What follows belongs to an exercise in optimizing a design on an open flow for small area; a production flow would make more cautious choices.
Function was checked by simulation only, so behaviour that the tests miss may differ from the original.
The clock input has no modelled driver; a real chip could not lean on it and would need a root buffer or a full tree.
Power is estimated from default activity; no workload was simulated.

Design display_top, start of the top module:
module display_top (
	input         clk,     
	input         rst_n,   
	input  [63:0] grid,
	output        hsync,
	output        vsync,
	output [3:0]  red,
	output [3:0]  green,
	output [3:0]  blue
);
	wire [6:0] hq, vq;
	wire [2:0] hr, vr;
	vga vga1(clk, rst_n, hq, hr, vq, vr, hsync, vsync);
	graphics graphics1(clk, grid, hq, vq, red, green, blue);
endmodule
For scale: roughly 240 cells after synthesis, roughly 80 I/O pins, roughly 1600 µm² of cells after synthesis.
==> flow/config.mk <==
export PLATFORM = sky130hd
export DESIGN_NAME = display_top
export DESIGN_NICKNAME = display_top
export VERILOG_FILES = /design/flow/design.v
export SDC_FILE = /design/flow/constraint.sdc
export NUM_CORES = 4
export LEC_CHECK = 0
export CAP_MARGIN = 20
export CORE_MARGIN = 2
export CORE_UTILIZATION = 40
export SLEW_MARGIN = 20
==> flow/constraint.sdc <==
create_clock -name core_clock -period 39.7 [get_ports {clk}]
set_input_delay 7.9400 -clock core_clock [delete_from_list [all_inputs] [get_ports {clk}]]
set_output_delay 7.9400 -clock core_clock [all_outputs]
set_load 0.01 [all_outputs]
standard.sh (not shown) runs the stock make flow with config.mk's settings and CLKGATE_MAP_FILE= SYNTH_SCRIPT=/design/flow/synth_recipe.tcl, a recipe that flattens the netlist after the stock synthesis.
==> flow/flow/run.sh <==
#!/bin/bash
# Own layout flow: the standard synthesis, its combinational logic re-mapped
# for area (flip-flops untouched), then the standard ORFS layout with the
# port buffers made of the smallest buffer cell.
set -euo pipefail
WORK=$PWD
FLOWDIR=$WORK/flow
R=$WORK/orfs/results/$FLOW_PLATFORM/display_top/base

bash standard.sh synth > $WORK/std_synth.log 2>&1

cp $R/1_2_yosys.v $WORK/std_netlist.v
LIB=$FLOW_HOME/platforms/sky130hd/lib/sky130_fd_sc_hd__tt_025C_1v80.lib
DU=$(cat $FLOWDIR/dont_use.txt)
# deepsyn is randomised: run a few rounds of it and mapping with a few seeds,
# and keep the smallest netlist
for S in 1 2 3 4; do
  for K in 1 2 3 4 5 6 7; do sed "s/@SEED@/$((S * 10 + K))/" $FLOWDIR/resynth_round.abc; done > $WORK/resynth_$S.abc
  LIB_FILE=$LIB STD_NETLIST=$WORK/std_netlist.v OUT_NETLIST=$WORK/resynth_netlist_$S.v \
    ABC_SCRIPT=$WORK/resynth_$S.abc DONT_USE_ARGS="$DU" RESYNTH_STAT=$WORK/resynth_stat_$S.txt \
    yosys -c $FLOWDIR/resynth.tcl > $WORK/resynth_$S.log 2>&1 &
done
wait
BEST=$(for S in 1 2 3 4; do A=$(awk '/Chip area/{print $NF}' $WORK/resynth_stat_$S.txt 2>/dev/null || true); [ -n "$A" ] && [ -s $WORK/resynth_netlist_$S.v ] && echo "$A $S"; done | sort -g | head -1 | cut -d" " -f2 || true)
if [ -z "$BEST" ]; then echo "resynthesis failed" >&2; exit 1; fi
echo "best seed $BEST" > $WORK/resynth_choice.txt
cp $WORK/resynth_netlist_$BEST.v $WORK/resynth_netlist.v
cp $WORK/resynth_netlist.v $R/1_2_yosys.v
rm -f $R/1_synth.odb $R/1_synth.sdc

ARGS=("BUFFER_PORTS_ARGS=-buffer_cell sky130_fd_sc_hd__buf_1"
  "CTS_ARGS=-repair_clock_nets -dont_use_dummy_load -buf_list sky130_fd_sc_hd__clkbuf_8 -root_buf sky130_fd_sc_hd__clkbuf_8")
bash standard.sh "${ARGS[@]}" cts > $WORK/std_place_cts.log 2>&1
CTS_ODB=$R/4_cts.odb CLK_PORT=clk openroad -no_init -exit $FLOWDIR/cts_trim.tcl > $WORK/cts_trim.log 2>&1
bash standard.sh "${ARGS[@]}" finish > $WORK/std_layout.log 2>&1
==> flow/flow/resynth.tcl <==
# Re-maps the combinational logic of the standard synthesis netlist for area.
# The flip-flops stay as they are (same instances, names and cells).
set lib $::env(LIB_FILE)
yosys read_liberty -ignore_miss_func $lib
yosys read_verilog $::env(STD_NETLIST)
yosys hierarchy -top $::env(FLOW_TOP)
foreach ff {dfxtp_1 dfxtp_2 dfxtp_4} {
  yosys setattr -mod -set keep_hierarchy 1 sky130_fd_sc_hd__$ff
}
yosys flatten
yosys opt_clean -purge
yosys select $::env(FLOW_TOP)
yosys abc -liberty $lib {*}$::env(DONT_USE_ARGS) -script $::env(ABC_SCRIPT)
yosys opt_clean -purge
yosys hilomap -singleton -hicell sky130_fd_sc_hd__conb_1 HI -locell sky130_fd_sc_hd__conb_1 LO
yosys insbuf -buf sky130_fd_sc_hd__buf_1 A X
yosys select -clear
yosys tee -o $::env(RESYNTH_STAT) stat -liberty $lib $::env(FLOW_TOP)
yosys select $::env(FLOW_TOP)
yosys write_verilog -noattr -selected $::env(OUT_NETLIST)
==> flow/flow/resynth_round.abc <==
strash
&get -n
&deepsyn -T 20 -S @SEED@
&put
&get -n
&dch -f
&nf -R 1000
&put
Other scripts of this flow, unchanged in this note and not shown: flow/flow/cts_trim.tcl, flow/flow/dont_use.txt
Edit:
--- a/flow/flow/run.sh
+++ b/flow/flow/run.sh
@@ -15,7 +15,15 @@
-# deepsyn is randomised: run a few rounds of it and mapping with a few seeds,
-# and keep the smallest netlist
-for S in 1 2 3 4; do
-  for K in 1 2 3 4 5 6 7; do sed "s/@SEED@/$((S * 10 + K))/" $FLOWDIR/resynth_round.abc; done > $WORK/resynth_$S.abc
-  LIB_FILE=$LIB STD_NETLIST=$WORK/std_netlist.v OUT_NETLIST=$WORK/resynth_netlist_$S.v \
-    ABC_SCRIPT=$WORK/resynth_$S.abc DONT_USE_ARGS="$DU" RESYNTH_STAT=$WORK/resynth_stat_$S.txt \
-    yosys -c $FLOWDIR/resynth.tcl > $WORK/resynth_$S.log 2>&1 &
+# deepsyn is randomised: in each of a few stages, run rounds of it and
+# mapping with four seeds from the best netlist so far, and keep the smallest
+cp $WORK/std_netlist.v $WORK/resynth_in_0.v
+for T in 1 2 3; do
+  for S in 1 2 3 4; do
+    for K in 1 2 3 4; do sed "s/@SEED@/$((T * 100 + S * 10 + K))/" $FLOWDIR/resynth_round.abc; done > $WORK/resynth_${T}_$S.abc
+    LIB_FILE=$LIB STD_NETLIST=$WORK/resynth_in_$((T - 1)).v OUT_NETLIST=$WORK/resynth_netlist_${T}_$S.v \
+      ABC_SCRIPT=$WORK/resynth_${T}_$S.abc DONT_USE_ARGS="$DU" RESYNTH_STAT=$WORK/resynth_stat_${T}_$S.txt \
+      yosys -c $FLOWDIR/resynth.tcl > $WORK/resynth_${T}_$S.log 2>&1 &
+  done
+  wait
+  BEST=$(for S in 1 2 3 4; do A=$(awk '/Chip area/{print $NF}' $WORK/resynth_stat_${T}_$S.txt 2>/dev/null || true); [ -n "$A" ] && [ -s $WORK/resynth_netlist_${T}_$S.v ] && echo "$A $S"; done | sort -g | head -1 | cut -d" " -f2 || true)
+  if [ -z "$BEST" ]; then echo "resynthesis failed" >&2; exit 1; fi
+  echo "stage $T: best seed $BEST" >> $WORK/resynth_choice.txt
+  cp $WORK/resynth_netlist_${T}_$BEST.v $WORK/resynth_in_$T.v
@@ -23,5 +31 @@
-wait
-BEST=$(for S in 1 2 3 4; do A=$(awk '/Chip area/{print $NF}' $WORK/resynth_stat_$S.txt 2>/dev/null || true); [ -n "$A" ] && [ -s $WORK/resynth_netlist_$S.v ] && echo "$A $S"; done | sort -g | head -1 | cut -d" " -f2 || true)
-if [ -z "$BEST" ]; then echo "resynthesis failed" >&2; exit 1; fi
-echo "best seed $BEST" > $WORK/resynth_choice.txt
-cp $WORK/resynth_netlist_$BEST.v $WORK/resynth_netlist.v
+cp $WORK/resynth_in_3.v $WORK/resynth_netlist.v
==> flow/flow/resynth_round.abc (replaced) <==
strash
&get -n
&deepsyn -T 15 -S @SEED@
&put
&get -n
&dch -f
&nf -R 1000
&put
Result:
- The new run ran to the end with no violations
- cell count goes down by 1.7%
- total power shrinks by 0.36%
- global-route usage is higher by 1.2 points
- worst setup slack got worse by 0.50 ns
- worst hold slack gets better by 0.037 ns
- sequential power is about the same
Edit:
--- a/flow/flow/run.sh
+++ b/flow/flow/run.sh
@@ -16 +16,4 @@
-# mapping with four seeds from the best netlist so far, and keep the smallest
+# mapping with eight seeds (four at a time) from the best netlist so far,
+# and keep the smallest netlist found
+NSTAGE=4
+NSEED=8
@@ -18,2 +21,4 @@
-for T in 1 2 3; do
-  for S in 1 2 3 4; do
+BESTA=1e12
+for T in $(seq 1 $NSTAGE); do
+  for S in $(seq 1 $NSEED); do
+    while [ $(jobs -rp | wc -l) -ge 4 ]; do sleep 1; done
@@ -26,4 +31,9 @@
-  BEST=$(for S in 1 2 3 4; do A=$(awk '/Chip area/{print $NF}' $WORK/resynth_stat_${T}_$S.txt 2>/dev/null || true); [ -n "$A" ] && [ -s $WORK/resynth_netlist_${T}_$S.v ] && echo "$A $S"; done | sort -g | head -1 | cut -d" " -f2 || true)
-  if [ -z "$BEST" ]; then echo "resynthesis failed" >&2; exit 1; fi
-  echo "stage $T: best seed $BEST" >> $WORK/resynth_choice.txt
-  cp $WORK/resynth_netlist_${T}_$BEST.v $WORK/resynth_in_$T.v
+  cp $WORK/resynth_in_$((T - 1)).v $WORK/resynth_in_$T.v
+  for S in $(seq 1 $NSEED); do
+    A=$(awk '/Chip area/{print $NF}' $WORK/resynth_stat_${T}_$S.txt 2>/dev/null || true)
+    if [ -n "$A" ] && [ -s $WORK/resynth_netlist_${T}_$S.v ] && awk -v a="$A" -v b="$BESTA" 'BEGIN{exit !(a < b)}'; then
+      BESTA=$A
+      cp $WORK/resynth_netlist_${T}_$S.v $WORK/resynth_in_$T.v
+      echo "stage $T: seed $S, area $A" >> $WORK/resynth_choice.txt
+    fi
+  done
@@ -31 +41,2 @@
-cp $WORK/resynth_in_3.v $WORK/resynth_netlist.v
+if [ "$BESTA" = 1e12 ]; then echo "resynthesis failed" >&2; exit 1; fi
+cp $WORK/resynth_in_$NSTAGE.v $WORK/resynth_netlist.v
Design area barely changes. Routed wire length is higher by a few percent. Worst setup slack improved by 1.0 ns. Synthesized cell count went up by a few percent. Maximum frequency grows by roughly a tenth. Power barely changes.
Edit:
--- a/flow/flow/run.sh
+++ b/flow/flow/run.sh
@@ -16,4 +16,3 @@
-# mapping with eight seeds (four at a time) from the best netlist so far,
-# and keep the smallest netlist found
-NSTAGE=4
-NSEED=8
+# mapping with four seeds from the best netlist so far, and keep the
+# smallest netlist found
+NSTAGE=6
@@ -23,2 +22 @@
-  for S in $(seq 1 $NSEED); do
-    while [ $(jobs -rp | wc -l) -ge 4 ]; do sleep 1; done
+  for S in 1 2 3 4; do
@@ -32 +30 @@
-  for S in $(seq 1 $NSEED); do
+  for S in 1 2 3 4; do
Via count came out lower by about 1.6%.
Wire length is lower by 2.5%.
Core utilization climbs by 0.19 points.
Final cell count rose by 0.55%.
Non-clock buffer count stays the same.
Worst setup slack loses 0.45 ns.
Clock power hardly moves.
Global-route usage is about the same.
Worst hold slack stays flat.
First-iteration DRC count decreases by about 27%.

## what the ideal ports hide
No port has a modelled driver above. Below, the same layouts with a new extraction and two added sets of constraints.
Step 1 assumes that a clkbuf_16 drives the clock port and a buf_2 every other input.
Step 2 adds t to the input delays and takes it off the output delays; t is the mean of the earliest and latest rising clock arrival at the registers after step 1. Input paths then give back, and output paths get back, about the clock's delay inside the block.
a / b / c = ideal ports / drivers / drivers and shift; a / b = the first two.
run | shift t [ns] | slack for setup (ns) | worst setup path after step 2 | latest minus earliest clock arrival (ns)
the first run | 0.171 | 28.780 / 28.788 / 28.616 | input to register | 0.007 / 0.007
the second run | 0.170 | 28.281 / 28.292 / 28.122 | input to register | 0.007 / 0.006
the third run | 0.172 | 29.289 / 29.299 / 29.127 | input to register | 0.008 / 0.008
the fourth run | 0.175 | 28.844 / 28.858 / 28.683 | input to register | 0.004 / 0.004
After both steps setup and hold are still met in every run listed. For the first run, which loses most, drivers alone change the setup slack by +0.008 ns; drivers and shift together by -0.164 ns.
